From an optimization exercise on the open Yosys and OpenROAD flow, aimed at small area and a short achievable clock period; shortcuts taken in it are not production practice.
No run shown here included a check of the RTL's function; only the layout flow was run.
No activity file was given, so power comes from the tool's default toggle rates.

--- design/flow/run.sh ---
#!/bin/bash
# synth_recipe.tcl (not shown) runs the flow's synth.tcl, then flattens the netlist and writes it again
# the make line also repeats each setting of config.mk as NAME=value (left out here)
make -C /OpenROAD-flow-scripts/flow DESIGN_CONFIG=/design/flow/config.mk WORK_HOME=/design/flow/orfs CLKGATE_MAP_FILE= SYNTH_SCRIPT=/design/flow/synth_recipe.tcl finish
--- design/flow/config.mk ---
export PLATFORM = sky130hd
export DESIGN_NAME = ALU_TOP
export DESIGN_NICKNAME = ALU_TOP
export VERILOG_FILES = /design/flow/design.v
export SDC_FILE = /design/flow/constraint.sdc
export NUM_CORES = 4
export LEC_CHECK = 0
export CAP_MARGIN = 50
export CORE_MARGIN = 2
export CORE_UTILIZATION = 60
export SLEW_MARGIN = 70
--- design/flow/constraint.sdc ---
create_clock -name core_clock -period 84.0 [get_ports {clk}]
set_input_delay 16.8000 -clock core_clock [delete_from_list [all_inputs] [get_ports {clk}]]
set_output_delay 16.8000 -clock core_clock [all_outputs]
set_load 0.01 [all_outputs]
--- design/flow/design.v ---
module Decoder_UNIT (
	input  wire [3 : 0] ALU_FUN_DEC,
	output wire         Arith_Enable,
	output wire         Logic_Enable,
	output wire         CMP_Enable,
	output wire         Shift_Enable
);
	assign Arith_Enable = (ALU_FUN_DEC[3:2] == 2'b00);
	assign Logic_Enable = (ALU_FUN_DEC[3:2] == 2'b01);
	assign CMP_Enable   = (ALU_FUN_DEC[3:2] == 2'b10);
	assign Shift_Enable = (ALU_FUN_DEC[3:2] == 2'b11);
endmodule
module ARITHMETIC_UNIT (
	input  wire signed [15:0] A_ARITHMETIC,
	input  wire signed [15:0] B_ARITHMETIC,
	input  wire               clk, rst,
	input  wire        [3:0]  ALU_FUN,
	input  wire               ARITHMETIC_Enable,
	output wire               CMP_EQ,    
	output wire               CMP_LT,    
	output reg                ALU_Carry,
	output reg         [31:0] ARITHMETIC_OUT,
	output reg                ARITHMETIC_Flag
);
	wire [15:0] A = A_ARITHMETIC;
	wire [15:0] B = B_ARITHMETIC;
	wire        sub = ALU_FUN[0] | ALU_FUN[3];
	wire [15:0] bx  = B ^ {16{sub}};
	wire [16:0] s16 = {1'b0, A} + {1'b0, bx} + {16'd0, sub};
	wire        sum16 = A[15] ^ bx[15] ^ s16[16];
	assign CMP_LT = ~s16[16];
	assign CMP_EQ = (s16[15:0] == 16'd0);
	wire [31:0] addsub = {{15{sum16}}, sum16, s16[15:0]};
	wire [31:0] prod; MUL16S MUL_U (.a(A), .b(B), .p(prod));
	wire [31:0] quot;
	DIV16S DIV_U (.a(A), .b(B), .y(quot));
	reg [31:0] res;
	always @(*) begin
		case (ALU_FUN[1:0])
			2'b00, 2'b01: res = addsub;
			2'b10:        res = prod;
			default:      res = quot;
		endcase
	end
	always @(posedge clk or negedge rst) begin
		if (!rst) begin
			ARITHMETIC_OUT  <= 0;
			ARITHMETIC_Flag <= 0;
			ALU_Carry       <= 0;
		end else begin
			ARITHMETIC_OUT  <= ARITHMETIC_Enable ? res : 32'd0;
			ARITHMETIC_Flag <= ARITHMETIC_Enable;
			ALU_Carry       <= ARITHMETIC_Enable & ~ALU_FUN[1] & sum16;
		end
	end
endmodule
module MUL16S (
	input  wire [15:0] a,
	input  wire [15:0] b,
	output wire [31:0] p
);
	wire one1;
	wire two2;
	wire neg3;
	wire pp4;
	wire pp5;
	wire pp6;
	wire pp7;
	wire pp8;
	wire pp9;
	wire pp10;
	wire pp11;
	wire pp12;
	wire pp13;
	wire pp14;
	wire pp15;
	wire pp16;
	wire pp17;
	wire pp18;
	wire pp19;
	wire pp20;
	wire ns21;
	wire one22;
	wire two23;
	wire neg24;
	wire pp25;
	wire pp26;
	wire pp27;
	wire pp28;
	wire pp29;
	wire pp30;
	wire pp31;
	wire pp32;
	wire pp33;
	wire pp34;
	wire pp35;
	wire pp36;
	wire pp37;
	wire pp38;
	wire pp39;
	wire pp40;
	wire pp41;
	wire ns42;
	wire one43;
	wire two44;
	wire neg45;
	wire pp46;
	wire pp47;
	wire pp48;
	wire pp49;
	wire pp50;
	wire pp51;
	wire pp52;
	wire pp53;
	wire pp54;
	wire pp55;
	wire pp56;
	wire pp57;
	wire pp58;
	wire pp59;
	wire pp60;
	wire pp61;
	wire pp62;
	wire ns63;
	wire one64;
	wire two65;
	wire neg66;
	wire pp67;
	wire pp68;
	wire pp69;
	wire pp70;
	wire pp71;
	wire pp72;
	wire pp73;
	wire pp74;
	wire pp75;
	wire pp76;
	wire pp77;
	wire pp78;
	wire pp79;
	wire pp80;
	wire pp81;
	wire pp82;
	wire pp83;
	wire ns84;
	wire one85;
	wire two86;
	wire neg87;
	wire pp88;
	wire pp89;
	wire pp90;
	wire pp91;
	wire pp92;
	wire pp93;
	wire pp94;
	wire pp95;
	wire pp96;
	wire pp97;
	wire pp98;
	wire pp99;
	wire pp100;
	wire pp101;
	wire pp102;
	wire pp103;
	wire pp104;
	wire ns105;
	wire one106;
	wire two107;
	wire neg108;
	wire pp109;
	wire pp110;
	wire pp111;
	wire pp112;
	wire pp113;
	wire pp114;
	wire pp115;
	wire pp116;
	wire pp117;
	wire pp118;
	wire pp119;
	wire pp120;
	wire pp121;
	wire pp122;
	wire pp123;
	wire pp124;
	wire pp125;
	wire ns126;
	wire one127;
	wire two128;
	wire neg129;
	wire pp130;
	wire pp131;
	wire pp132;
	wire pp133;
	wire pp134;
	wire pp135;
	wire pp136;
	wire pp137;
	wire pp138;
	wire pp139;
	wire pp140;
	wire pp141;
	wire pp142;
	wire pp143;
	wire pp144;
	wire pp145;
	wire pp146;
	wire ns147;
	wire one148;
	wire two149;
	wire neg150;
	wire pp151;
	wire pp152;
	wire pp153;
	wire pp154;
	wire pp155;
	wire pp156;
	wire pp157;
	wire pp158;
	wire pp159;
	wire pp160;
	wire pp161;
	wire pp162;
	wire pp163;
	wire pp164;
	wire pp165;
	wire pp166;
	wire pp167;
	wire ns168;
	wire s169;
	wire c170;
	wire s171;
	wire c172;
	wire s173;
	wire c174;
	wire s175;
	wire c176;
	wire s177;
	wire c178;
	wire s179;
	wire c180;
	wire s181;
	wire c182;
	wire s183;
	wire c184;
	wire s185;
	wire c186;
	wire s187;
	wire c188;
	wire s189;
	wire c190;
	wire s191;
	wire c192;
	wire s193;
	wire c194;
	wire s195;
	wire c196;
	wire s197;
	wire c198;
	wire s199;
	wire c200;
	wire s201;
	wire c202;
	wire s203;
	wire c204;
	wire s205;
	wire c206;
	wire s207;
	wire c208;
	wire s209;
	wire c210;
	wire s211;
	wire c212;
	wire s213;
	wire c214;
	wire s215;
	wire s216;
	wire c217;
	wire s218;
	wire c219;
	wire s220;
	wire c221;
	wire s222;
	wire c223;
	wire s224;
	wire c225;
	wire s226;
	wire c227;
	wire s228;
	wire c229;
	wire s230;
	wire c231;
	wire s232;
	wire c233;
	wire s234;
	wire c235;
	wire s236;
	wire c237;
	wire s238;
	wire c239;
	wire s240;
	wire c241;
	wire s242;
	wire c243;
	wire s244;
	wire c245;
	wire s246;
	wire c247;
	wire s248;
	wire c249;
	wire s250;
	wire c251;
	wire s252;
	wire c253;
	wire s254;
	wire c255;
	wire s256;
	wire c257;
	wire s258;
	wire c259;
	wire s260;
	wire c261;
	wire s262;
	wire c263;
	wire s264;
	wire c265;
	wire s266;
	wire c267;
	wire s268;
	wire c269;
	wire s270;
	wire c271;
	wire s272;
	wire c273;
	wire s274;
	wire c275;
	wire s276;
	wire c277;
	wire s278;
	wire c279;
	wire s280;
	wire c281;
	wire s282;
	wire c283;
	wire s284;
	wire c285;
	wire s286;
	wire s287;
	wire c288;
	wire s289;
	wire c290;
	wire s291;
	wire c292;
	wire s293;
	wire c294;
	wire s295;
	wire c296;
	wire s297;
	wire c298;
	wire s299;
	wire c300;
	wire s301;
	wire c302;
	wire s303;
	wire c304;
	wire s305;
	wire c306;
	wire s307;
	wire c308;
	wire s309;
	wire c310;
	wire s311;
	wire c312;
	wire s313;
	wire c314;
	wire s315;
	wire c316;
	wire s317;
	wire c318;
	wire s319;
	wire c320;
	wire s321;
	wire c322;
	wire s323;
	wire c324;
	wire s325;
	wire c326;
	wire s327;
	wire c328;
	wire s329;
	wire c330;
	wire s331;
	wire c332;
	wire s333;
	wire s334;
	wire c335;
	wire s336;
	wire c337;
	wire s338;
	wire c339;
	wire s340;
	wire c341;
	wire s342;
	wire c343;
	wire s344;
	wire c345;
	wire s346;
	wire c347;
	wire s348;
	wire c349;
	wire s350;
	wire c351;
	wire s352;
	wire c353;
	wire s354;
	wire c355;
	wire s356;
	wire c357;
	wire s358;
	wire c359;
	wire s360;
	wire c361;
	wire s362;
	wire c363;
	wire s364;
	wire c365;
	wire s366;
	wire c367;
	wire s368;
	wire c369;
	wire s370;
	wire c371;
	wire s372;
	wire c373;
	wire s374;
	wire c375;
	wire s376;
	wire c377;
	wire s378;
	wire c379;
	wire s380;
	wire c381;
	wire s382;
	wire c383;
	wire s384;
	wire c385;
	wire s386;
	wire c387;
	wire s388;
	wire s389;
	wire c390;
	wire s391;
	wire c392;
	wire s393;
	wire c394;
	wire s395;
	wire c396;
	wire s397;
	wire c398;
	wire s399;
	wire c400;
	wire s401;
	wire c402;
	wire s403;
	wire c404;
	wire s405;
	wire c406;
	wire s407;
	wire c408;
	wire s409;
	wire c410;
	wire s411;
	wire c412;
	wire s413;
	wire c414;
	wire s415;
	wire c416;
	wire s417;
	wire c418;
	wire s419;
	wire c420;
	wire s421;
	wire c422;
	wire s423;
	wire c424;
	wire s425;
	wire c426;
	wire s427;
	wire c428;
	wire s429;
	wire c430;
	wire s431;
	wire c432;
	wire s433;
	wire c434;
	wire s435;
	wire c436;
	wire s437;
	wire c438;
	wire s439;
	wire c440;
	wire s441;
	wire c442;
	wire s443;
	wire c444;
	wire s445;
	wire c446;
	wire s447;
	wire c448;
	wire s449;
	wire c450;
	wire s451;
	wire c452;
	assign one1 = b[0] ^ 1'b0;
	assign two2 = (b[1] & ~b[0] & ~1'b0) | (~b[1] & b[0] & 1'b0);
	assign neg3 = b[1];
	assign pp4 = ((one1 & a[0]) | (two2 & 1'b0)) ^ neg3;
	assign pp5 = ((one1 & a[1]) | (two2 & a[0])) ^ neg3;
	assign pp6 = ((one1 & a[2]) | (two2 & a[1])) ^ neg3;
	assign pp7 = ((one1 & a[3]) | (two2 & a[2])) ^ neg3;
	assign pp8 = ((one1 & a[4]) | (two2 & a[3])) ^ neg3;
	assign pp9 = ((one1 & a[5]) | (two2 & a[4])) ^ neg3;
	assign pp10 = ((one1 & a[6]) | (two2 & a[5])) ^ neg3;
	assign pp11 = ((one1 & a[7]) | (two2 & a[6])) ^ neg3;
	assign pp12 = ((one1 & a[8]) | (two2 & a[7])) ^ neg3;
	assign pp13 = ((one1 & a[9]) | (two2 & a[8])) ^ neg3;
	assign pp14 = ((one1 & a[10]) | (two2 & a[9])) ^ neg3;
	assign pp15 = ((one1 & a[11]) | (two2 & a[10])) ^ neg3;
	assign pp16 = ((one1 & a[12]) | (two2 & a[11])) ^ neg3;
	assign pp17 = ((one1 & a[13]) | (two2 & a[12])) ^ neg3;
	assign pp18 = ((one1 & a[14]) | (two2 & a[13])) ^ neg3;
	assign pp19 = ((one1 & a[15]) | (two2 & a[14])) ^ neg3;
	assign pp20 = ((one1 & a[15]) | (two2 & a[15])) ^ neg3;
	assign ns21 = ~pp20;
	assign one22 = b[2] ^ b[1];
	assign two23 = (b[3] & ~b[2] & ~b[1]) | (~b[3] & b[2] & b[1]);
	assign neg24 = b[3];
	assign pp25 = ((one22 & a[0]) | (two23 & 1'b0)) ^ neg24;
	assign pp26 = ((one22 & a[1]) | (two23 & a[0])) ^ neg24;
	assign pp27 = ((one22 & a[2]) | (two23 & a[1])) ^ neg24;
	assign pp28 = ((one22 & a[3]) | (two23 & a[2])) ^ neg24;
	assign pp29 = ((one22 & a[4]) | (two23 & a[3])) ^ neg24;
	assign pp30 = ((one22 & a[5]) | (two23 & a[4])) ^ neg24;
	assign pp31 = ((one22 & a[6]) | (two23 & a[5])) ^ neg24;
	assign pp32 = ((one22 & a[7]) | (two23 & a[6])) ^ neg24;
	assign pp33 = ((one22 & a[8]) | (two23 & a[7])) ^ neg24;
	assign pp34 = ((one22 & a[9]) | (two23 & a[8])) ^ neg24;
	assign pp35 = ((one22 & a[10]) | (two23 & a[9])) ^ neg24;
	assign pp36 = ((one22 & a[11]) | (two23 & a[10])) ^ neg24;
	assign pp37 = ((one22 & a[12]) | (two23 & a[11])) ^ neg24;
	assign pp38 = ((one22 & a[13]) | (two23 & a[12])) ^ neg24;
	assign pp39 = ((one22 & a[14]) | (two23 & a[13])) ^ neg24;
	assign pp40 = ((one22 & a[15]) | (two23 & a[14])) ^ neg24;
	assign pp41 = ((one22 & a[15]) | (two23 & a[15])) ^ neg24;
	assign ns42 = ~pp41;
	assign one43 = b[4] ^ b[3];
	assign two44 = (b[5] & ~b[4] & ~b[3]) | (~b[5] & b[4] & b[3]);
	assign neg45 = b[5];
	assign pp46 = ((one43 & a[0]) | (two44 & 1'b0)) ^ neg45;
	assign pp47 = ((one43 & a[1]) | (two44 & a[0])) ^ neg45;
	assign pp48 = ((one43 & a[2]) | (two44 & a[1])) ^ neg45;
	assign pp49 = ((one43 & a[3]) | (two44 & a[2])) ^ neg45;
	assign pp50 = ((one43 & a[4]) | (two44 & a[3])) ^ neg45;
	assign pp51 = ((one43 & a[5]) | (two44 & a[4])) ^ neg45;
	assign pp52 = ((one43 & a[6]) | (two44 & a[5])) ^ neg45;
	assign pp53 = ((one43 & a[7]) | (two44 & a[6])) ^ neg45;
	assign pp54 = ((one43 & a[8]) | (two44 & a[7])) ^ neg45;
	assign pp55 = ((one43 & a[9]) | (two44 & a[8])) ^ neg45;
	assign pp56 = ((one43 & a[10]) | (two44 & a[9])) ^ neg45;
	assign pp57 = ((one43 & a[11]) | (two44 & a[10])) ^ neg45;
	assign pp58 = ((one43 & a[12]) | (two44 & a[11])) ^ neg45;
	assign pp59 = ((one43 & a[13]) | (two44 & a[12])) ^ neg45;
	assign pp60 = ((one43 & a[14]) | (two44 & a[13])) ^ neg45;
	assign pp61 = ((one43 & a[15]) | (two44 & a[14])) ^ neg45;
	assign pp62 = ((one43 & a[15]) | (two44 & a[15])) ^ neg45;
	assign ns63 = ~pp62;
	assign one64 = b[6] ^ b[5];
	assign two65 = (b[7] & ~b[6] & ~b[5]) | (~b[7] & b[6] & b[5]);
	assign neg66 = b[7];
	assign pp67 = ((one64 & a[0]) | (two65 & 1'b0)) ^ neg66;
	assign pp68 = ((one64 & a[1]) | (two65 & a[0])) ^ neg66;
	assign pp69 = ((one64 & a[2]) | (two65 & a[1])) ^ neg66;
	assign pp70 = ((one64 & a[3]) | (two65 & a[2])) ^ neg66;
	assign pp71 = ((one64 & a[4]) | (two65 & a[3])) ^ neg66;
	assign pp72 = ((one64 & a[5]) | (two65 & a[4])) ^ neg66;
	assign pp73 = ((one64 & a[6]) | (two65 & a[5])) ^ neg66;
	assign pp74 = ((one64 & a[7]) | (two65 & a[6])) ^ neg66;
	assign pp75 = ((one64 & a[8]) | (two65 & a[7])) ^ neg66;
	assign pp76 = ((one64 & a[9]) | (two65 & a[8])) ^ neg66;
	assign pp77 = ((one64 & a[10]) | (two65 & a[9])) ^ neg66;
	assign pp78 = ((one64 & a[11]) | (two65 & a[10])) ^ neg66;
	assign pp79 = ((one64 & a[12]) | (two65 & a[11])) ^ neg66;
	assign pp80 = ((one64 & a[13]) | (two65 & a[12])) ^ neg66;
	assign pp81 = ((one64 & a[14]) | (two65 & a[13])) ^ neg66;
	assign pp82 = ((one64 & a[15]) | (two65 & a[14])) ^ neg66;
	assign pp83 = ((one64 & a[15]) | (two65 & a[15])) ^ neg66;
	assign ns84 = ~pp83;
	assign one85 = b[8] ^ b[7];
	assign two86 = (b[9] & ~b[8] & ~b[7]) | (~b[9] & b[8] & b[7]);
	assign neg87 = b[9];
	assign pp88 = ((one85 & a[0]) | (two86 & 1'b0)) ^ neg87;
	assign pp89 = ((one85 & a[1]) | (two86 & a[0])) ^ neg87;
	assign pp90 = ((one85 & a[2]) | (two86 & a[1])) ^ neg87;
	assign pp91 = ((one85 & a[3]) | (two86 & a[2])) ^ neg87;
	assign pp92 = ((one85 & a[4]) | (two86 & a[3])) ^ neg87;
	assign pp93 = ((one85 & a[5]) | (two86 & a[4])) ^ neg87;
	assign pp94 = ((one85 & a[6]) | (two86 & a[5])) ^ neg87;
	assign pp95 = ((one85 & a[7]) | (two86 & a[6])) ^ neg87;
	assign pp96 = ((one85 & a[8]) | (two86 & a[7])) ^ neg87;
	assign pp97 = ((one85 & a[9]) | (two86 & a[8])) ^ neg87;
	assign pp98 = ((one85 & a[10]) | (two86 & a[9])) ^ neg87;
	assign pp99 = ((one85 & a[11]) | (two86 & a[10])) ^ neg87;
	assign pp100 = ((one85 & a[12]) | (two86 & a[11])) ^ neg87;
	assign pp101 = ((one85 & a[13]) | (two86 & a[12])) ^ neg87;
	assign pp102 = ((one85 & a[14]) | (two86 & a[13])) ^ neg87;
	assign pp103 = ((one85 & a[15]) | (two86 & a[14])) ^ neg87;
	assign pp104 = ((one85 & a[15]) | (two86 & a[15])) ^ neg87;
	assign ns105 = ~pp104;
	assign one106 = b[10] ^ b[9];
	assign two107 = (b[11] & ~b[10] & ~b[9]) | (~b[11] & b[10] & b[9]);
	assign neg108 = b[11];
	assign pp109 = ((one106 & a[0]) | (two107 & 1'b0)) ^ neg108;
	assign pp110 = ((one106 & a[1]) | (two107 & a[0])) ^ neg108;
	assign pp111 = ((one106 & a[2]) | (two107 & a[1])) ^ neg108;
	assign pp112 = ((one106 & a[3]) | (two107 & a[2])) ^ neg108;
	assign pp113 = ((one106 & a[4]) | (two107 & a[3])) ^ neg108;
	assign pp114 = ((one106 & a[5]) | (two107 & a[4])) ^ neg108;
	assign pp115 = ((one106 & a[6]) | (two107 & a[5])) ^ neg108;
	assign pp116 = ((one106 & a[7]) | (two107 & a[6])) ^ neg108;
	assign pp117 = ((one106 & a[8]) | (two107 & a[7])) ^ neg108;
	assign pp118 = ((one106 & a[9]) | (two107 & a[8])) ^ neg108;
	assign pp119 = ((one106 & a[10]) | (two107 & a[9])) ^ neg108;
	assign pp120 = ((one106 & a[11]) | (two107 & a[10])) ^ neg108;
	assign pp121 = ((one106 & a[12]) | (two107 & a[11])) ^ neg108;
	assign pp122 = ((one106 & a[13]) | (two107 & a[12])) ^ neg108;
	assign pp123 = ((one106 & a[14]) | (two107 & a[13])) ^ neg108;
	assign pp124 = ((one106 & a[15]) | (two107 & a[14])) ^ neg108;
	assign pp125 = ((one106 & a[15]) | (two107 & a[15])) ^ neg108;
	assign ns126 = ~pp125;
	assign one127 = b[12] ^ b[11];
	assign two128 = (b[13] & ~b[12] & ~b[11]) | (~b[13] & b[12] & b[11]);
	assign neg129 = b[13];
	assign pp130 = ((one127 & a[0]) | (two128 & 1'b0)) ^ neg129;
	assign pp131 = ((one127 & a[1]) | (two128 & a[0])) ^ neg129;
	assign pp132 = ((one127 & a[2]) | (two128 & a[1])) ^ neg129;
	assign pp133 = ((one127 & a[3]) | (two128 & a[2])) ^ neg129;
	assign pp134 = ((one127 & a[4]) | (two128 & a[3])) ^ neg129;
	assign pp135 = ((one127 & a[5]) | (two128 & a[4])) ^ neg129;
	assign pp136 = ((one127 & a[6]) | (two128 & a[5])) ^ neg129;
	assign pp137 = ((one127 & a[7]) | (two128 & a[6])) ^ neg129;
	assign pp138 = ((one127 & a[8]) | (two128 & a[7])) ^ neg129;
	assign pp139 = ((one127 & a[9]) | (two128 & a[8])) ^ neg129;
	assign pp140 = ((one127 & a[10]) | (two128 & a[9])) ^ neg129;
	assign pp141 = ((one127 & a[11]) | (two128 & a[10])) ^ neg129;
	assign pp142 = ((one127 & a[12]) | (two128 & a[11])) ^ neg129;
	assign pp143 = ((one127 & a[13]) | (two128 & a[12])) ^ neg129;
	assign pp144 = ((one127 & a[14]) | (two128 & a[13])) ^ neg129;
	assign pp145 = ((one127 & a[15]) | (two128 & a[14])) ^ neg129;
	assign pp146 = ((one127 & a[15]) | (two128 & a[15])) ^ neg129;
	assign ns147 = ~pp146;
	assign one148 = b[14] ^ b[13];
	assign two149 = (b[15] & ~b[14] & ~b[13]) | (~b[15] & b[14] & b[13]);
	assign neg150 = b[15];
	assign pp151 = ((one148 & a[0]) | (two149 & 1'b0)) ^ neg150;
	assign pp152 = ((one148 & a[1]) | (two149 & a[0])) ^ neg150;
	assign pp153 = ((one148 & a[2]) | (two149 & a[1])) ^ neg150;
	assign pp154 = ((one148 & a[3]) | (two149 & a[2])) ^ neg150;
	assign pp155 = ((one148 & a[4]) | (two149 & a[3])) ^ neg150;
	assign pp156 = ((one148 & a[5]) | (two149 & a[4])) ^ neg150;
	assign pp157 = ((one148 & a[6]) | (two149 & a[5])) ^ neg150;
	assign pp158 = ((one148 & a[7]) | (two149 & a[6])) ^ neg150;
	assign pp159 = ((one148 & a[8]) | (two149 & a[7])) ^ neg150;
	assign pp160 = ((one148 & a[9]) | (two149 & a[8])) ^ neg150;
	assign pp161 = ((one148 & a[10]) | (two149 & a[9])) ^ neg150;
	assign pp162 = ((one148 & a[11]) | (two149 & a[10])) ^ neg150;
	assign pp163 = ((one148 & a[12]) | (two149 & a[11])) ^ neg150;
	assign pp164 = ((one148 & a[13]) | (two149 & a[12])) ^ neg150;
	assign pp165 = ((one148 & a[14]) | (two149 & a[13])) ^ neg150;
	assign pp166 = ((one148 & a[15]) | (two149 & a[14])) ^ neg150;
	assign pp167 = ((one148 & a[15]) | (two149 & a[15])) ^ neg150;
	assign ns168 = ~pp167;
	assign s169 = neg108 ^ pp109;
	assign c170 = neg108 & pp109;
	assign s171 = pp110 ^ pp91;
	assign c172 = pp110 & pp91;
	assign s173 = neg129 ^ pp130 ^ pp111;
	assign c174 = (neg129 & pp130) | (neg129 & pp111) | (pp130 & pp111);
	assign s175 = pp92 ^ pp73;
	assign c176 = pp92 & pp73;
	assign s177 = pp131 ^ pp112 ^ pp93;
	assign c178 = (pp131 & pp112) | (pp131 & pp93) | (pp112 & pp93);
	assign s179 = pp74 ^ pp55;
	assign c180 = pp74 & pp55;
	assign s181 = neg150 ^ pp151 ^ pp132;
	assign c182 = (neg150 & pp151) | (neg150 & pp132) | (pp151 & pp132);
	assign s183 = pp113 ^ pp94 ^ pp75;
	assign c184 = (pp113 & pp94) | (pp113 & pp75) | (pp94 & pp75);
	assign s185 = pp56 ^ pp37;
	assign c186 = pp56 & pp37;
	assign s187 = pp152 ^ pp133 ^ pp114;
	assign c188 = (pp152 & pp133) | (pp152 & pp114) | (pp133 & pp114);
	assign s189 = pp95 ^ pp76 ^ pp57;
	assign c190 = (pp95 & pp76) | (pp95 & pp57) | (pp76 & pp57);
	assign s191 = pp38 ^ pp19;
	assign c192 = pp38 & pp19;
	assign s193 = ~(pp153 ^ pp134);
	assign c194 = pp153 | pp134;
	assign s195 = pp115 ^ pp96 ^ pp77;
	assign c196 = (pp115 & pp96) | (pp115 & pp77) | (pp96 & pp77);
	assign s197 = pp58 ^ pp39 ^ ns21;
	assign c198 = (pp58 & pp39) | (pp58 & ns21) | (pp39 & ns21);
	assign s199 = ~(pp154 ^ pp135);
	assign c200 = pp154 | pp135;
	assign s201 = pp116 ^ pp97 ^ pp78;
	assign c202 = (pp116 & pp97) | (pp116 & pp78) | (pp97 & pp78);
	assign s203 = pp59 ^ pp40;
	assign c204 = pp59 & pp40;
	assign s205 = pp155 ^ pp136 ^ pp117;
	assign c206 = (pp155 & pp136) | (pp155 & pp117) | (pp136 & pp117);
	assign s207 = pp98 ^ pp79 ^ pp60;
	assign c208 = (pp98 & pp79) | (pp98 & pp60) | (pp79 & pp60);
	assign s209 = ~(pp156 ^ pp137);
	assign c210 = pp156 | pp137;
	assign s211 = pp118 ^ pp99;
	assign c212 = pp118 & pp99;
	assign s213 = pp157 ^ pp138 ^ pp119;
	assign c214 = (pp157 & pp138) | (pp157 & pp119) | (pp138 & pp119);
	assign s215 = ~pp158;
	assign s216 = neg66 ^ pp67;
	assign c217 = neg66 & pp67;
	assign s218 = pp68 ^ pp49;
	assign c219 = pp68 & pp49;
	assign s220 = neg87 ^ pp88 ^ pp69;
	assign c221 = (neg87 & pp88) | (neg87 & pp69) | (pp88 & pp69);
	assign s222 = pp50 ^ pp31;
	assign c223 = pp50 & pp31;
	assign s224 = pp89 ^ pp70 ^ pp51;
	assign c225 = (pp89 & pp70) | (pp89 & pp51) | (pp70 & pp51);
	assign s226 = pp32 ^ pp13;
	assign c227 = pp32 & pp13;
	assign s228 = pp90 ^ pp71 ^ pp52;
	assign c229 = (pp90 & pp71) | (pp90 & pp52) | (pp71 & pp52);
	assign s230 = pp33 ^ pp14 ^ s169;
	assign c231 = (pp33 & pp14) | (pp33 & s169) | (pp14 & s169);
	assign s232 = pp72 ^ pp53 ^ pp34;
	assign c233 = (pp72 & pp53) | (pp72 & pp34) | (pp53 & pp34);
	assign s234 = pp15 ^ s171 ^ c170;
	assign c235 = (pp15 & s171) | (pp15 & c170) | (s171 & c170);
	assign s236 = pp54 ^ pp35 ^ pp16;
	assign c237 = (pp54 & pp35) | (pp54 & pp16) | (pp35 & pp16);
	assign s238 = s175 ^ s173 ^ c172;
	assign c239 = (s175 & s173) | (s175 & c172) | (s173 & c172);
	assign s240 = pp36 ^ pp17 ^ s179;
	assign c241 = (pp36 & pp17) | (pp36 & s179) | (pp17 & s179);
	assign s242 = s177 ^ c176 ^ c174;
	assign c243 = (s177 & c176) | (s177 & c174) | (c176 & c174);
	assign s244 = pp18 ^ s185 ^ s183;
	assign c245 = (pp18 & s185) | (pp18 & s183) | (s185 & s183);
	assign s246 = s181 ^ c180 ^ c178;
	assign c247 = (s181 & c180) | (s181 & c178) | (c180 & c178);
	assign s248 = s191 ^ s189 ^ s187;
	assign c249 = (s191 & s189) | (s191 & s187) | (s189 & s187);
	assign s250 = c186 ^ c184 ^ c182;
	assign c251 = (c186 & c184) | (c186 & c182) | (c184 & c182);
	assign s252 = s197 ^ s195 ^ s193;
	assign c253 = (s197 & s195) | (s197 & s193) | (s195 & s193);
	assign s254 = c192 ^ c190 ^ c188;
	assign c255 = (c192 & c190) | (c192 & c188) | (c190 & c188);
	assign s256 = s203 ^ s201 ^ s199;
	assign c257 = (s203 & s201) | (s203 & s199) | (s201 & s199);
	assign s258 = c198 ^ c196 ^ c194;
	assign c259 = (c198 & c196) | (c198 & c194) | (c196 & c194);
	assign s260 = ns42 ^ s207 ^ s205;
	assign c261 = (ns42 & s207) | (ns42 & s205) | (s207 & s205);
	assign s262 = c204 ^ c202 ^ c200;
	assign c263 = (c204 & c202) | (c204 & c200) | (c202 & c200);
	assign s264 = pp80 ^ pp61 ^ s211;
	assign c265 = (pp80 & pp61) | (pp80 & s211) | (pp61 & s211);
	assign s266 = s209 ^ c208 ^ c206;
	assign c267 = (s209 & c208) | (s209 & c206) | (c208 & c206);
	assign s268 = pp100 ^ pp81 ^ ns63;
	assign c269 = (pp100 & pp81) | (pp100 & ns63) | (pp81 & ns63);
	assign s270 = s213 ^ c212 ^ c210;
	assign c271 = (s213 & c212) | (s213 & c210) | (c212 & c210);
	assign s272 = pp139 ^ pp120 ^ pp101;
	assign c273 = (pp139 & pp120) | (pp139 & pp101) | (pp120 & pp101);
	assign s274 = pp82 ^ s215 ^ c214;
	assign c275 = (pp82 & s215) | (pp82 & c214) | (s215 & c214);
	assign s276 = pp159 ^ pp140 ^ pp121;
	assign c277 = (pp159 & pp140) | (pp159 & pp121) | (pp140 & pp121);
	assign s278 = pp102 ^ ns84 ^ pp158;
	assign c279 = (pp102 & ns84) | (pp102 & pp158) | (ns84 & pp158);
	assign s280 = ~(pp160 ^ pp141);
	assign c281 = pp160 | pp141;
	assign s282 = pp122 ^ pp103;
	assign c283 = pp122 & pp103;
	assign s284 = pp161 ^ pp142 ^ pp123;
	assign c285 = (pp161 & pp142) | (pp161 & pp123) | (pp142 & pp123);
	assign s286 = ~pp162;
	assign s287 = neg45 ^ pp46;
	assign c288 = neg45 & pp46;
	assign s289 = pp47 ^ pp28;
	assign c290 = pp47 & pp28;
	assign s291 = pp48 ^ pp29 ^ pp10;
	assign c292 = (pp48 & pp29) | (pp48 & pp10) | (pp29 & pp10);
	assign s293 = pp30 ^ pp11 ^ s218;
	assign c294 = (pp30 & pp11) | (pp30 & s218) | (pp11 & s218);
	assign s295 = pp12 ^ s222 ^ s220;
	assign c296 = (pp12 & s222) | (pp12 & s220) | (s222 & s220);
	assign s297 = s226 ^ s224 ^ c223;
	assign c298 = (s226 & s224) | (s226 & c223) | (s224 & c223);
	assign s299 = s230 ^ s228 ^ c227;
	assign c300 = (s230 & s228) | (s230 & c227) | (s228 & c227);
	assign s301 = s234 ^ s232 ^ c231;
	assign c302 = (s234 & s232) | (s234 & c231) | (s232 & c231);
	assign s303 = s238 ^ s236 ^ c235;
	assign c304 = (s238 & s236) | (s238 & c235) | (s236 & c235);
	assign s305 = s242 ^ s240 ^ c239;
	assign c306 = (s242 & s240) | (s242 & c239) | (s240 & c239);
	assign s307 = s246 ^ s244 ^ c243;
	assign c308 = (s246 & s244) | (s246 & c243) | (s244 & c243);
	assign s309 = s250 ^ s248 ^ c247;
	assign c310 = (s250 & s248) | (s250 & c247) | (s248 & c247);
	assign s311 = s254 ^ s252 ^ c251;
	assign c312 = (s254 & s252) | (s254 & c251) | (s252 & c251);
	assign s313 = s258 ^ s256 ^ c255;
	assign c314 = (s258 & s256) | (s258 & c255) | (s256 & c255);
	assign s315 = s262 ^ s260 ^ c259;
	assign c316 = (s262 & s260) | (s262 & c259) | (s260 & c259);
	assign s317 = s266 ^ s264 ^ c263;
	assign c318 = (s266 & s264) | (s266 & c263) | (s264 & c263);
	assign s319 = s270 ^ s268 ^ c267;
	assign c320 = (s270 & s268) | (s270 & c267) | (s268 & c267);
	assign s321 = s274 ^ s272 ^ c271;
	assign c322 = (s274 & s272) | (s274 & c271) | (s272 & c271);
	assign s323 = s278 ^ s276 ^ c275;
	assign c324 = (s278 & s276) | (s278 & c275) | (s276 & c275);
	assign s325 = s282 ^ s280 ^ c279;
	assign c326 = (s282 & s280) | (s282 & c279) | (s280 & c279);
	assign s327 = ns105 ^ s284 ^ c283;
	assign c328 = (ns105 & s284) | (ns105 & c283) | (s284 & c283);
	assign s329 = pp143 ^ pp124 ^ s286;
	assign c330 = (pp143 & pp124) | (pp143 & s286) | (pp124 & s286);
	assign s331 = pp163 ^ pp144 ^ ns126;
	assign c332 = (pp163 & pp144) | (pp163 & ns126) | (pp144 & ns126);
	assign s333 = ~pp164;
	assign s334 = neg24 ^ pp25;
	assign c335 = neg24 & pp25;
	assign s336 = pp26 ^ pp7;
	assign c337 = pp26 & pp7;
	assign s338 = pp27 ^ pp8 ^ s287;
	assign c339 = (pp27 & pp8) | (pp27 & s287) | (pp8 & s287);
	assign s340 = pp9 ^ s289 ^ c288;
	assign c341 = (pp9 & s289) | (pp9 & c288) | (s289 & c288);
	assign s342 = s216 ^ s291 ^ c290;
	assign c343 = (s216 & s291) | (s216 & c290) | (s291 & c290);
	assign s344 = c217 ^ s293 ^ c292;
	assign c345 = (c217 & s293) | (c217 & c292) | (s293 & c292);
	assign s346 = c219 ^ s295 ^ c294;
	assign c347 = (c219 & s295) | (c219 & c294) | (s295 & c294);
	assign s348 = c221 ^ s297 ^ c296;
	assign c349 = (c221 & s297) | (c221 & c296) | (s297 & c296);
	assign s350 = c225 ^ s299 ^ c298;
	assign c351 = (c225 & s299) | (c225 & c298) | (s299 & c298);
	assign s352 = c229 ^ s301 ^ c300;
	assign c353 = (c229 & s301) | (c229 & c300) | (s301 & c300);
	assign s354 = c233 ^ s303 ^ c302;
	assign c355 = (c233 & s303) | (c233 & c302) | (s303 & c302);
	assign s356 = c237 ^ s305 ^ c304;
	assign c357 = (c237 & s305) | (c237 & c304) | (s305 & c304);
	assign s358 = c241 ^ s307 ^ c306;
	assign c359 = (c241 & s307) | (c241 & c306) | (s307 & c306);
	assign s360 = c245 ^ s309 ^ c308;
	assign c361 = (c245 & s309) | (c245 & c308) | (s309 & c308);
	assign s362 = c249 ^ s311 ^ c310;
	assign c363 = (c249 & s311) | (c249 & c310) | (s311 & c310);
	assign s364 = c253 ^ s313 ^ c312;
	assign c365 = (c253 & s313) | (c253 & c312) | (s313 & c312);
	assign s366 = c257 ^ s315 ^ c314;
	assign c367 = (c257 & s315) | (c257 & c314) | (s315 & c314);
	assign s368 = c261 ^ s317 ^ c316;
	assign c369 = (c261 & s317) | (c261 & c316) | (s317 & c316);
	assign s370 = c265 ^ s319 ^ c318;
	assign c371 = (c265 & s319) | (c265 & c318) | (s319 & c318);
	assign s372 = c269 ^ s321 ^ c320;
	assign c373 = (c269 & s321) | (c269 & c320) | (s321 & c320);
	assign s374 = c273 ^ s323 ^ c322;
	assign c375 = (c273 & s323) | (c273 & c322) | (s323 & c322);
	assign s376 = c277 ^ s325 ^ c324;
	assign c377 = (c277 & s325) | (c277 & c324) | (s325 & c324);
	assign s378 = c281 ^ s327 ^ c326;
	assign c379 = (c281 & s327) | (c281 & c326) | (s327 & c326);
	assign s380 = c285 ^ s329 ^ c328;
	assign c381 = (c285 & s329) | (c285 & c328) | (s329 & c328);
	assign s382 = pp162 ^ s331 ^ c330;
	assign c383 = (pp162 & s331) | (pp162 & c330) | (s331 & c330);
	assign s384 = pp145 ^ s333 ^ c332;
	assign c385 = (pp145 & s333) | (pp145 & c332) | (s333 & c332);
	assign s386 = pp165 ^ ns147 ^ pp164;
	assign c387 = (pp165 & ns147) | (pp165 & pp164) | (ns147 & pp164);
	assign s388 = ~pp166;
	assign s389 = pp4 ^ neg3;
	assign c390 = pp4 & neg3;
	assign p[0] = s389;
	assign s391 = pp5 ^ c390;
	assign c392 = pp5 & c390;
	assign p[1] = s391;
	assign s393 = s334 ^ pp6 ^ c392;
	assign c394 = (s334 & pp6) | (s334 & c392) | (pp6 & c392);
	assign p[2] = s393;
	assign s395 = c335 ^ s336 ^ c394;
	assign c396 = (c335 & s336) | (c335 & c394) | (s336 & c394);
	assign p[3] = s395;
	assign s397 = c337 ^ s338 ^ c396;
	assign c398 = (c337 & s338) | (c337 & c396) | (s338 & c396);
	assign p[4] = s397;
	assign s399 = c339 ^ s340 ^ c398;
	assign c400 = (c339 & s340) | (c339 & c398) | (s340 & c398);
	assign p[5] = s399;
	assign s401 = c341 ^ s342 ^ c400;
	assign c402 = (c341 & s342) | (c341 & c400) | (s342 & c400);
	assign p[6] = s401;
	assign s403 = c343 ^ s344 ^ c402;
	assign c404 = (c343 & s344) | (c343 & c402) | (s344 & c402);
	assign p[7] = s403;
	assign s405 = c345 ^ s346 ^ c404;
	assign c406 = (c345 & s346) | (c345 & c404) | (s346 & c404);
	assign p[8] = s405;
	assign s407 = c347 ^ s348 ^ c406;
	assign c408 = (c347 & s348) | (c347 & c406) | (s348 & c406);
	assign p[9] = s407;
	assign s409 = c349 ^ s350 ^ c408;
	assign c410 = (c349 & s350) | (c349 & c408) | (s350 & c408);
	assign p[10] = s409;
	assign s411 = c351 ^ s352 ^ c410;
	assign c412 = (c351 & s352) | (c351 & c410) | (s352 & c410);
	assign p[11] = s411;
	assign s413 = c353 ^ s354 ^ c412;
	assign c414 = (c353 & s354) | (c353 & c412) | (s354 & c412);
	assign p[12] = s413;
	assign s415 = c355 ^ s356 ^ c414;
	assign c416 = (c355 & s356) | (c355 & c414) | (s356 & c414);
	assign p[13] = s415;
	assign s417 = c357 ^ s358 ^ c416;
	assign c418 = (c357 & s358) | (c357 & c416) | (s358 & c416);
	assign p[14] = s417;
	assign s419 = c359 ^ s360 ^ c418;
	assign c420 = (c359 & s360) | (c359 & c418) | (s360 & c418);
	assign p[15] = s419;
	assign s421 = c361 ^ s362 ^ c420;
	assign c422 = (c361 & s362) | (c361 & c420) | (s362 & c420);
	assign p[16] = s421;
	assign s423 = c363 ^ s364 ^ c422;
	assign c424 = (c363 & s364) | (c363 & c422) | (s364 & c422);
	assign p[17] = s423;
	assign s425 = c365 ^ s366 ^ c424;
	assign c426 = (c365 & s366) | (c365 & c424) | (s366 & c424);
	assign p[18] = s425;
	assign s427 = c367 ^ s368 ^ c426;
	assign c428 = (c367 & s368) | (c367 & c426) | (s368 & c426);
	assign p[19] = s427;
	assign s429 = c369 ^ s370 ^ c428;
	assign c430 = (c369 & s370) | (c369 & c428) | (s370 & c428);
	assign p[20] = s429;
	assign s431 = c371 ^ s372 ^ c430;
	assign c432 = (c371 & s372) | (c371 & c430) | (s372 & c430);
	assign p[21] = s431;
	assign s433 = c373 ^ s374 ^ c432;
	assign c434 = (c373 & s374) | (c373 & c432) | (s374 & c432);
	assign p[22] = s433;
	assign s435 = c375 ^ s376 ^ c434;
	assign c436 = (c375 & s376) | (c375 & c434) | (s376 & c434);
	assign p[23] = s435;
	assign s437 = c377 ^ s378 ^ c436;
	assign c438 = (c377 & s378) | (c377 & c436) | (s378 & c436);
	assign p[24] = s437;
	assign s439 = c379 ^ s380 ^ c438;
	assign c440 = (c379 & s380) | (c379 & c438) | (s380 & c438);
	assign p[25] = s439;
	assign s441 = c381 ^ s382 ^ c440;
	assign c442 = (c381 & s382) | (c381 & c440) | (s382 & c440);
	assign p[26] = s441;
	assign s443 = c383 ^ s384 ^ c442;
	assign c444 = (c383 & s384) | (c383 & c442) | (s384 & c442);
	assign p[27] = s443;
	assign s445 = c385 ^ s386 ^ c444;
	assign c446 = (c385 & s386) | (c385 & c444) | (s386 & c444);
	assign p[28] = s445;
	assign s447 = c387 ^ s388 ^ c446;
	assign c448 = (c387 & s388) | (c387 & c446) | (s388 & c446);
	assign p[29] = s447;
	assign s449 = pp166 ^ ns168 ^ c448;
	assign c450 = (pp166 & ns168) | (pp166 & c448) | (ns168 & c448);
	assign p[30] = s449;
	assign s451 = 1'b1 ^ c450;
	assign c452 = 1'b1 & c450;
	assign p[31] = s451;
endmodule
module DIV16S (
	input  wire [15:0] a,
	input  wire [15:0] b,
	output wire [31:0] y
);
	wire        nA = a[15];
	wire        nB = b[15];
	wire [15:0] N  = nA ? (~a + 16'd1) : a;
	wire [16:0] D1 = {1'b0, nB ? (~b + 16'd1) : b};
	wire [17:0] D2 = {D1, 1'b0};
	wire [17:0] D3 = {1'b0, D1} + D2;
	wire        bz = (b == 16'd0);
	wire [15:0] q;
	wire [15:0] rem [0:8];
	assign rem[8] = 16'd0;
	genvar j;
	generate
		for (j = 7; j >= 0; j = j - 1) begin : st
			localparam integer W = 16 - 2*j;
			wire [W-1:0] rin;
			if (W == 2) begin : r2
				assign rin = N[2*j+1:2*j];
			end else begin : rn
				assign rin = {rem[j+1][W-3:0], N[2*j+1:2*j]};
			end
			wire f1, f2, f3;
			if (W >= 17) begin : fa1 assign f1 = 1'b1; end else begin : fb1 assign f1 = ~(|D1[16:W]); end
			if (W >= 18) begin : fa2 assign f2 = 1'b1; end else begin : fb2 assign f2 = ~(|D2[17:W]); end
			if (W >= 18) begin : fa3 assign f3 = 1'b1; end else begin : fb3 assign f3 = ~(|D3[17:W]); end
			wire [W:0] s1 = {1'b0, rin} + {1'b0, ~D1[W-1:0]} + 1'b1;
			wire [W:0] s2 = {1'b0, rin} + {1'b0, ~D2[W-1:0]} + 1'b1;
			wire [W:0] s3 = {1'b0, rin} + {1'b0, ~D3[W-1:0]} + 1'b1;
			wire g1 = f1 & s1[W];
			wire g2 = f2 & s2[W];
			wire g3 = f3 & s3[W];
			assign q[2*j+1] = g2;
			assign q[2*j]   = g3 | (g1 & ~g2);
			wire [W-1:0] rout = g3 ? s3[W-1:0] : g2 ? s2[W-1:0] : g1 ? s1[W-1:0] : rin;
			if (W < 16) begin : pad
				assign rem[j] = {{(16-W){1'b0}}, rout};
			end else begin : nopad
				assign rem[j] = rout;
			end
		end
	endgenerate
	wire        neg = (nA ^ nB) & ~bz;
	wire [15:0] qlo = neg ? (~q + 16'd1) : q;
	wire        qhi = bz | (neg & (|q));
	assign y = {{16{qhi}}, qlo};
endmodule
module LOGIC_UNIT (
	input  wire [15:0] A_logic,
	input  wire [15:0] B_logic,
	input  wire        clk, rst,
	input  wire [1:0]  FUN,
	input  wire        Logic_Enable,
	output wire [31:0] Logic_OUT,
	output reg         Logic_Flag
);
	reg  [15:0] lo;
	reg         hi;
	wire [15:0] val = (FUN[0] ? (A_logic | B_logic) : (A_logic & B_logic)) ^ {16{FUN[1]}};
	always @(posedge clk or negedge rst) begin
		if (!rst) begin
			lo <= 0; hi <= 0; Logic_Flag <= 0;
		end else begin
			lo <= Logic_Enable ? val : 16'd0;
			hi <= Logic_Enable & FUN[1];
			Logic_Flag <= Logic_Enable;
		end
	end
	assign Logic_OUT = {{16{hi}}, lo};
endmodule
module CMP_UNIT (
	input  wire        eq,     
	input  wire        lt,     
	input  wire        clk, rst,
	input  wire [1:0]  FUN,
	input  wire        CMP_Enable,
	output wire [31:0] CMP_OUT,
	output reg         CMP_Flag
);
	reg  [1:0] r;
	wire gt = ~eq & ~lt;
	wire b0 = (FUN == 2'b01) ? eq : (FUN == 2'b11) ? lt : 1'b0;
	wire b1 = (FUN == 2'b10) ? gt : (FUN == 2'b11) ? lt : 1'b0;
	always @(posedge clk or negedge rst) begin
		if (!rst) begin
			r <= 0; CMP_Flag <= 0;
		end else begin
			r <= CMP_Enable ? {b1, b0} : 2'b00;
			CMP_Flag <= CMP_Enable;
		end
	end
	assign CMP_OUT = {30'd0, r};
endmodule
module SHIFT_UNIT (
	input  wire [15:0] A_SHIFT,
	input  wire [15:0] B_SHIFT,
	input  wire        clk, rst,
	input  wire [1:0]  FUN,
	input  wire        SHIFT_Enable,
	output wire [31:0] SHIFT_OUT,
	output reg         SHIFT_Flag
);
	reg  [16:0] r;
	wire [15:0] x   = FUN[1] ? B_SHIFT : A_SHIFT;
	wire [16:0] val = FUN[0] ? {x, 1'b0} : {2'b00, x[15:1]};
	always @(posedge clk or negedge rst) begin
		if (!rst) begin
			r <= 0; SHIFT_Flag <= 0;
		end else begin
			r <= SHIFT_Enable ? val : 17'd0;
			SHIFT_Flag <= SHIFT_Enable;
		end
	end
	assign SHIFT_OUT = {15'd0, r};
endmodule
module ALU_TOP # (
	parameter A_WIDTH_TOP = 16,
	parameter B_WIDTH_TOP = 16,
	parameter OUT_WIDTH_TOP = A_WIDTH_TOP + B_WIDTH_TOP)
(	input  wire signed [A_WIDTH_TOP-1 : 0]   A,
	input  wire signed [B_WIDTH_TOP-1 : 0]   B,
	input  wire                              clk, rst,
	input  wire        [3 : 0]               ALU_FUN,
	output wire        [OUT_WIDTH_TOP-1 : 0] ARITHMETIC_OUT,
	output wire        [OUT_WIDTH_TOP-1 : 0] Logic_OUT,
	output wire        [OUT_WIDTH_TOP-1 : 0] CMP_OUT,
	output wire        [OUT_WIDTH_TOP-1 : 0] SHIFT_OUT,
	output wire                              Carry_OUT,
	output wire                              ARITHMETIC_Flag,
	output wire                              Logic_Flag,
	output wire                              CMP_Flag,
	output wire                              SHIFT_Flag
);
wire int_Arith_Enable, int_Logic_Enable, int_CMP_Enable, int_Shift_Enable;
wire cmp_eq, cmp_lt;
Decoder_UNIT DEC_U (
	.ALU_FUN_DEC(ALU_FUN),
	.Arith_Enable(int_Arith_Enable),
	.Logic_Enable(int_Logic_Enable),
	.CMP_Enable(int_CMP_Enable),
	.Shift_Enable(int_Shift_Enable)
);
ARITHMETIC_UNIT ARITH_U (
	.A_ARITHMETIC(A),
	.B_ARITHMETIC(B),
	.clk(clk),
	.rst(rst),
	.ALU_FUN(ALU_FUN),
	.ARITHMETIC_Enable(int_Arith_Enable),
	.CMP_EQ(cmp_eq),
	.CMP_LT(cmp_lt),
	.ALU_Carry(Carry_OUT),
	.ARITHMETIC_OUT(ARITHMETIC_OUT),
	.ARITHMETIC_Flag(ARITHMETIC_Flag)
);
LOGIC_UNIT LOG_U (
	.A_logic(A),
	.B_logic(B),
	.clk(clk),
	.rst(rst),
	.FUN(ALU_FUN[1:0]),
	.Logic_Enable(int_Logic_Enable),
	.Logic_OUT(Logic_OUT),
	.Logic_Flag(Logic_Flag)
);
CMP_UNIT CMP_U (
	.eq(cmp_eq),
	.lt(cmp_lt),
	.clk(clk),
	.rst(rst),
	.FUN(ALU_FUN[1:0]),
	.CMP_Enable(int_CMP_Enable),
	.CMP_OUT(CMP_OUT),
	.CMP_Flag(CMP_Flag)
);
SHIFT_UNIT SHIFT_U (
	.A_SHIFT(A),
	.B_SHIFT(B),
	.clk(clk),
	.rst(rst),
	.FUN(ALU_FUN[1:0]),
	.SHIFT_Enable(int_Shift_Enable),
	.SHIFT_OUT(SHIFT_OUT),
	.SHIFT_Flag(SHIFT_Flag)
);
endmodule
==> results of run 1 <==
area by class of cell:
| cell class | instances | area [um2] |
|---|---|---|
| clock buffers | 10 | 229 |
| clock inverters | 6 | 68.8 |
| fillers | 2883 | 11000 |
| inverters | 241 | 910 |
| multi-input cells | 2208 | 18900 |
| flip-flops and latches | 73 | 1830 |
| well taps | 461 | 577 |
| repair buffers | 212 | 1860 |
critical path: cells and delay by family:
| family | cells | cell delay [ns] |
|---|---|---|
| compound gates | 45 | 10.12 |
| xor+xnor | 1 | 0.20 |
| buf+inv | 8 | 1.78 |
| fa+ha+maj | 12 | 3.70 |
| mux | 8 | 3.06 |
| simple gates | 30 | 5.62 |
metal layers:
layer / part of all wire [%] / vias up
met5: 0.010 / -
met4: 8.7 / 2
met3: 10 / 427
met2: 45 / 1330
met1: 36 / 10200
li1: - / 9491
cell usage after synthesis, types with 14 or more instances:
library cell	count
o22ai_1	14
a22oi_1	127
o21ai_0	139
nor4_1	36
xnor2_1	265
fa_1	135
mux2i_1	32
o31ai_1	18
ha_1	264
nor3_1	33
dfrtp_1	73
clkbuf_1	101
mux2_2	14
a21boi_0	17
nand3_1	42
xor2_1	46
o211ai_1	21
buf_4	63
maj3_1	15
inv_1	232
o21bai_1	20
o21a_1	32
a31oi_1	20
a21o_1	79
a211oi_1	47
nand2_1	149
and2_1	16
nor2b_1	39
buf_1	25
nor2_1	170
nand2b_1	41
and3_1	14
a21oi_1	146
placed cells by master (no fill, tap or decap), types with 38 or more instances in the layout:
cell,count
dfrtp_1,72
inv_1,224
a21o_1,79
a21oi_1,136
a211oi_1,38
xnor2_1,245
a22oi_1,127
xor2_1,40
nand3_1,41
conb_1,45
nand2_1,145
ha_1,257
o21ai_0,126
fa_1,135
clkdlybuf4s50_1,112
buf_4,58
nand2b_1,39
nor2_1,163
stage by stage:
stage | hold WS, ns | worst slack (ns) | instance area (um2) | cells | total power, mW
finish | 16.32 | 42.91 | 24400 | 3211 | 0.699
global placement | 16.76 | 40.69 | 22900 | 3168 | 0.607
global route | 16.34 | 41.27 | 24400 | 3211 | 0.751
CTS | 16.39 | 42.90 | 23900 | 3205 | 0.675
floorplan | 16.50 | 45.61 | 21600 | 2720 | 0.421
detailed placement | 16.77 | 42.69 | 23600 | 3189 | 0.631
where the power goes:
group,switching (mW),internal [mW]
clock network,0.0165,0.0231
logic,0.364,0.253
registers,0.00214,0.0402
logic make-up after synthesis:
logic type      synth area share [%]
simple gates                    14.3
compound gates                  24.6
other cells                   0.0175
mux                             2.22
buf+inv                         8.89
flops                           8.50
xor+xnor                        12.7
fa+ha+maj                       28.8
final timing paths:
kind                                                        end  slack (ns)
setup / recovery           ARITH_U.ARITHMETIC_OUT[14]$_DFF_PN0_       42.91
hold / removal                             CMP_U.r[1]$_DFF_PN0_       16.32
max in group asynchronous                    LOG_U.hi$_DFF_PN0_       67.00
min in group core_clock                    CMP_U.r[1]$_DFF_PN0_       16.83
registers in the layout (all words and copies together) (netlist names):
register,cells
ARITH_U.ARITHMETIC_OUT,32
ARITH_U.ARITHMETIC_Flag,1
CMP_U.CMP_Flag,1
LOG_U.hi,1
SHIFT_U.SHIFT_Flag,1
CMP_U.r,2
LOG_U.lo,16
LOG_U.Logic_Flag,1
ARITH_U.ALU_Carry,1
SHIFT_U.r,17
==> summary.txt, run 1 <==
CTS Buf Count -> 9
Fin crit share -> 48.9%
Critical-path top delay cell -> and4_1
Hold Crit Class -> in2async
DRC Markers -> 0
CORE AREA -> 35,400 um2
CTS Root Cell -> clkbuf_16
Critical path type -> in2reg
CTS H-tree depth -> 3
Max stage delay on crit path -> 0.51 ns
Gr busiest metal -> met2
Final #Nets -> 3,182
Number of synthesized flops with an enable pin -> 0
Yosys warns -> 5
Crit path arrival time -> 41.35 ns
CTS tree -> built
Worst Setup End Kind -> flop
Met1 Usage GRT -> 49.4%
Status -> no timing/DRC/antenna violations
Final hold vios -> 0
Post-CTS setup buffer count -> 0
Initial antenna violation count -> 1
Max Cap Viol -> 0
Post-Syn Instances -> 2,676
Antenna diode count -> 0
Post-route ant nets -> 0
GR met3 Demand/Resource -> 7.97%
Largest net degree at the start of global routing -> 57
Min cycle time layout -> 41.09 ns
Tot GR Track Use -> 41.7%
IO buf count -> 125
Critical path origin -> B[3]
Share of cells above drive strength 1 -> 11.4%
Mapped cell area -> 21,500 um2
I/O pin cnt -> 171
Cell taking the most area after synthesis -> ha_1
Area growth syn-to-layout -> 13.5%
Final core occ -> 68.9%
Drt via density -> 6.67
CTS Buffer Depth -> 2
Via count -> 21,400
Die area -> 37,300 um2
GP Congestion -> 0.997
Clock-pin slew on the worst setup and hold paths -> 0.06 ns
First-pass GRT wire length -> 122,000 um
CP Launch Type -> input port
Post-synthesis cell type count -> 96
Die W -> 193 um
Leakage -> 10.7 nW
Synth top area share -> 15.4%
Worst path required time -> 84.26 ns
Die Y -> 193 um
Crit path max fanout -> 24
#FFs+latches synth -> 73
Post_cts resized -> 0
FFs w/ async S/R, synth -> 100%
1st-iter DRT viols -> 2,229
Most frequent CP cell -> o21ai_0
HPWL after detailed placement -> 59,900 um
Row count -> 69
Syn avg cell area -> 8.03 um2
Dominant synthesized flop cell -> dfrtp_1
WL final -> 79,800 um
Initial Util -> 60.7%
Setup_tns -> 0 ns
Setup violations, final -> 0
Peak VDD IR -> 0.0698 mV
Top cells by area, synth -> ha_1 15%, fa_1 13%, xnor2_1 11%
M2 GR Usage -> 67.6%
Clk sinks -> 73
Drt pass-1 iters -> 7
Fin. max-slew vios -> 0
Seq/Total Area, Yosys -> 8.50%
RSZ-0062 raised after global routing -> no
Pwr per Cell Area -> 28.7 nW/um2
Upper clock frequency limit -> 0.0243 GHz
Global route overflow -> 0
Vias in the first global route -> 21,500
Hold_buf cts -> 0
Routed WL per cell -> 24.8 um
==> run 2: changes to the inputs <==
==> design/flow/config.mk (replaced) <==
export PLATFORM = sky130hd
export DESIGN_NAME = ALU_TOP
export DESIGN_NICKNAME = ALU_TOP
export VERILOG_FILES = /design/flow/design.v
export SDC_FILE = /design/flow/constraint.sdc
export NUM_CORES = 4
export LEC_CHECK = 0
export CAP_MARGIN = 20
export CORE_MARGIN = 2
export CORE_UTILIZATION = 40
export SLEW_MARGIN = 20
==> run 2 against run 1 <==
- power decreased by 8.2%
- area after synthesis unchanged
- largest power group unchanged
- wire length increased by 3.2%
- first-iteration DRC count decreased by 15%
- clock-buffer cell count decreased by 1
- combinational power decreased by 9.4%
- synthesized cell count unchanged
- global-route usage decreased by 13 points
==> summary.txt, run 2 <==
Status -> no timing/DRC/antenna violations
Count leader, synth -> xnor2_1
Clk sinks -> 73 (unchanged)
Share of cells above drive strength 1 -> 5.56% (-5.8 points)
CTS tree -> built
Vias in the first global route -> 20,700 (-3.7%)
Top Layer Used -> met4
FFs w/ async S/R, synth -> 100% (unchanged)
Setup_tns -> 0 ns (unchanged)
Max stage delay on crit path -> 1.02 ns (+0.51 ns)
Peak VDD IR -> 0.0343 mV (-51%)
Min cycle time layout -> 44.51 ns (+3.42 ns)
Drt pass-1 iters -> 6 (-1)
Clock-pin slew on the worst setup and hold paths -> 0.07 ns (about the same)
Critical path type -> in2reg
GP Congestion -> 0.939 (-5.8%)
Post-Synth XOR/XNOR Area -> 12.7% (unchanged)
Dominant synthesized flop cell -> dfrtp_1
Post-Syn Instances -> 2,676 (unchanged)
Crit path max fanout -> 18 (-25%)
Worst Setup End Kind -> flop
Most common cell after layout, fill and taps aside -> ha_1
Critical-path top delay cell -> clkdlybuf4s50_1
Largest net degree at the start of global routing -> 74 (+30%)
Fin. max-slew vios -> 0 (unchanged)
1st-iter DRT viols -> 1,885 (-15%)
Tot GR Track Use -> 29.1% (-13 points)
#FFs+latches synth -> 73 (unchanged)
Post-synthesis cell type count -> 96 (unchanged)
Hold_buf cts -> 0 (unchanged)
CTS Buffer Depth -> 2 (unchanged)
Via count -> 20,700 (-3.3%)
Cell taking the most area after synthesis -> ha_1
Global route overflow -> 0 (unchanged)
Row count -> 84 (+22%)
Post-synthesis adder-cell area fraction -> 28.8% (unchanged)
RSZ-0062 raised after global routing -> no
Main combinational cell family by area after synthesis -> adder cells
Largest register FFs -> 32 (unchanged)
Fin Hold WS -> 16.46 ns (+0.139 ns)
Routed WL per cell -> 24.1 um (-3.1%)
Hold Crit Class -> in2async
Area growth syn-to-layout -> 9.86%
WL met2 -> 38,400 um (+6.7%)
CORE AREA -> 52,900 um2 (+49%)
CTS Buf Count -> 9 (unchanged)
Most flops, register -> ARITH_U.ARITHMETIC_OUT
Upper clock frequency limit -> 0.0225 GHz (-7.7%)
Post-route ant nets -> 0 (unchanged)
Yosys warns -> 5 (unchanged)
Die W -> 236 um (+22%)
Max-slew headroom -> 25.1%
Top cells by area, synth -> ha_1 15%, fa_1 13%, xnor2_1 11%
First-pass GRT wire length -> 125,000 um (+2.3%)
CTS H-tree depth -> 3 (unchanged)
Mapped cell area -> 21,500 um2 (unchanged)
Fillers -> 5,283 (+83%)
Drt via density -> 6.06 (-9.2%)
Die Y -> 236 um (+22%)
CP Launch Type -> input port
WL final -> 82,300 um (+3.2%)
Most frequent cells in the layout -> 264 x ha_1, 261 x xnor2_1, 232 x inv_1
Post-synthesis mux area share -> 2.22% (unchanged)
Routed met1 length -> 34,600 um (+21%)
Fin crit share -> 53.0% (+4.1 points)
Seq/Total Area, Yosys -> 8.50% (unchanged)
Max Cap Viol -> 0 (unchanged)
Final hold vios -> 0 (unchanged)
Initial antenna violation count -> 1 (unchanged)
Slew @ Worst Pin -> 1.11 ns
Syn avg cell area -> 8.03 um2 (unchanged)
Die area -> 55,600 um2 (+49%)
I/O pin cnt -> 171 (unchanged)
Worst path required time -> 84.19 ns (-0.07 ns)
Top cells by count, synth -> 265 x xnor2_1, 264 x ha_1, 232 x inv_1, 170 x nor2_1, 149 x nand2_1
Simple-Gate Fraction of Synth Area -> 14.3% (unchanged)
Crit path arrival time -> 44.70 ns (+3.35 ns)
Antenna diode count -> 0 (unchanged)
Most frequent CP cell -> ha_1
HPWL after detailed placement -> 62,500 um (+4.4%)
Biggest regs -> ARITH_U.ARITHMETIC_OUT (32), SHIFT_U.r (17), LOG_U.lo (16)
Post_cts resized -> 0 (unchanged)
Leakage -> 10.4 nW (-2.8%)
Final #Nets -> 3,164 (-0.57%)
Post-CTS setup buffer count -> 0 (unchanged)
Post-synthesis compound-gate area fraction -> 24.6% (unchanged)
Pwr per Cell Area -> 27.2 nW/um2 (-5.2%)
Initial Util -> 40.6% (-20 points)
Synth top area share -> 15.4% (unchanged)
Met3 WL -> 5630 um (-32%)
CTS Root Cell -> clkbuf_16
Number of synthesized flops with an enable pin -> 0 (unchanged)
IO buf count -> 125 (unchanged)
Setup violations, final -> 0 (unchanged)
DRC Markers -> 0 (unchanged)
-- run 2: cell counts after synthesis --
No cell type changed its count.
-- run 2: final cells by class --
cell class,instances,area [um2],area share [%]
Multi-Input combinational cell,2208,18000,76.1
Sequential cell,73,1830,7.74
Timing Repair Buffer,194,1760,7.44
Inverter,241,906,3.84
Tap cell,688,861,3.65
Clock buffer,9,225,0.954
Clock inverter,7,61.3,0.260
-- run 2: report_power, final --
part,internal (mW),total (mW),switching (mW),leakage [nW]
registers,0.0402,0.0427,0.00246,0.981
logic,0.232,0.559,0.327,9.31
clock network,0.0206,0.0405,0.0198,0.135
total,0.293,0.642,0.349,10.4
-- run 2: worst max-delay path by stage --
stage               start                              endpoint  slack [ns]  depth (start not counted)
floorplan           B[15]  ARITH_U.ARITHMETIC_OUT[26]$_DFF_PN0_       45.61                        103
global placement     B[1]  ARITH_U.ARITHMETIC_OUT[30]$_DFF_PN0_       40.74                         98
detailed placement   B[1]  ARITH_U.ARITHMETIC_OUT[30]$_DFF_PN0_       39.97                         97
CTS                  B[1]  ARITH_U.ARITHMETIC_OUT[30]$_DFF_PN0_       40.22                         98
global route         B[1]  ARITH_U.ARITHMETIC_OUT[30]$_DFF_PN0_       37.59                         99
finish               B[1]  ARITH_U.ARITHMETIC_OUT[30]$_DFF_PN0_       39.49                         98
-- run 2: per-layer routing --
layer	global-route usage, %	vias up
li1	-	9463
met1	37.8	10100
met2	48.8	893
met3	3.42	211
met4	12.3	0
met5	0	-
-- run 2: cell families (layout without fill, tap and decap cells) --
group | after synthesis | count (layout)
AO/OA/AOI/OAI | 779 | 779
XOR/XNOR | 311 | 311
adder cells (fa/ha/maj) | 416 | 416
buffers and inverters | 439 | 451
flip-flops | 73 | 73
multiplexers | 46 | 46
other | 1 | 45
AND/OR/NAND/NOR | 611 | 611
-- run 2: critical path: cells and delay by family --
family	cells	cell delay (ns)
AO/OA/AOI/OAI	46	11.67
AND/OR/NAND/NOR	28	7.11
multiplexers	7	3.40
adder cells (fa/ha/maj)	9	3.24
buffers and inverters	7	2.18
XOR/XNOR	1	0.25
-- run 2: stage by stage --
step	instances	setup WS [ns]	power, mW	utilization (%)	instance area [um2]
global route	3420	37.59	0.706	44.6	23600
finish	3420	39.49	0.642	44.6	23600
floorplan	2720	45.61	0.421	-	21600
CTS	3420	40.22	0.640	44.6	23600
global placement	3404	40.74	0.591	44.1	23300
detailed placement	3404	39.97	0.595	44.1	23300

## re-timing with driven ports
No port has a modelled driver above. Below, the same layouts with a new extraction and two added sets of constraints.
Step 1 assumes that a clkbuf_16 drives the clock port and a buf_2 every other input.
Step 2 also shifts input and output timing later by t, the mid clock arrival at the registers, as if the neighbouring blocks saw the same clock.
a / b / c = no drivers / after step 1 / after step 2; a / b = the first two.
run	t (ns)	slack for setup (ns)	worst register clock-pin slew, ns
run 1	0.397	42.907 / 42.928 / 42.531	0.06 / 0.06
run 2	0.428	39.489 / 39.514 / 39.086	0.10 / 0.10
After both steps every run listed still meets setup and hold. For run 2, which loses most, drivers alone change the setup slack by +0.025 ns; drivers and shift together by -0.403 ns.
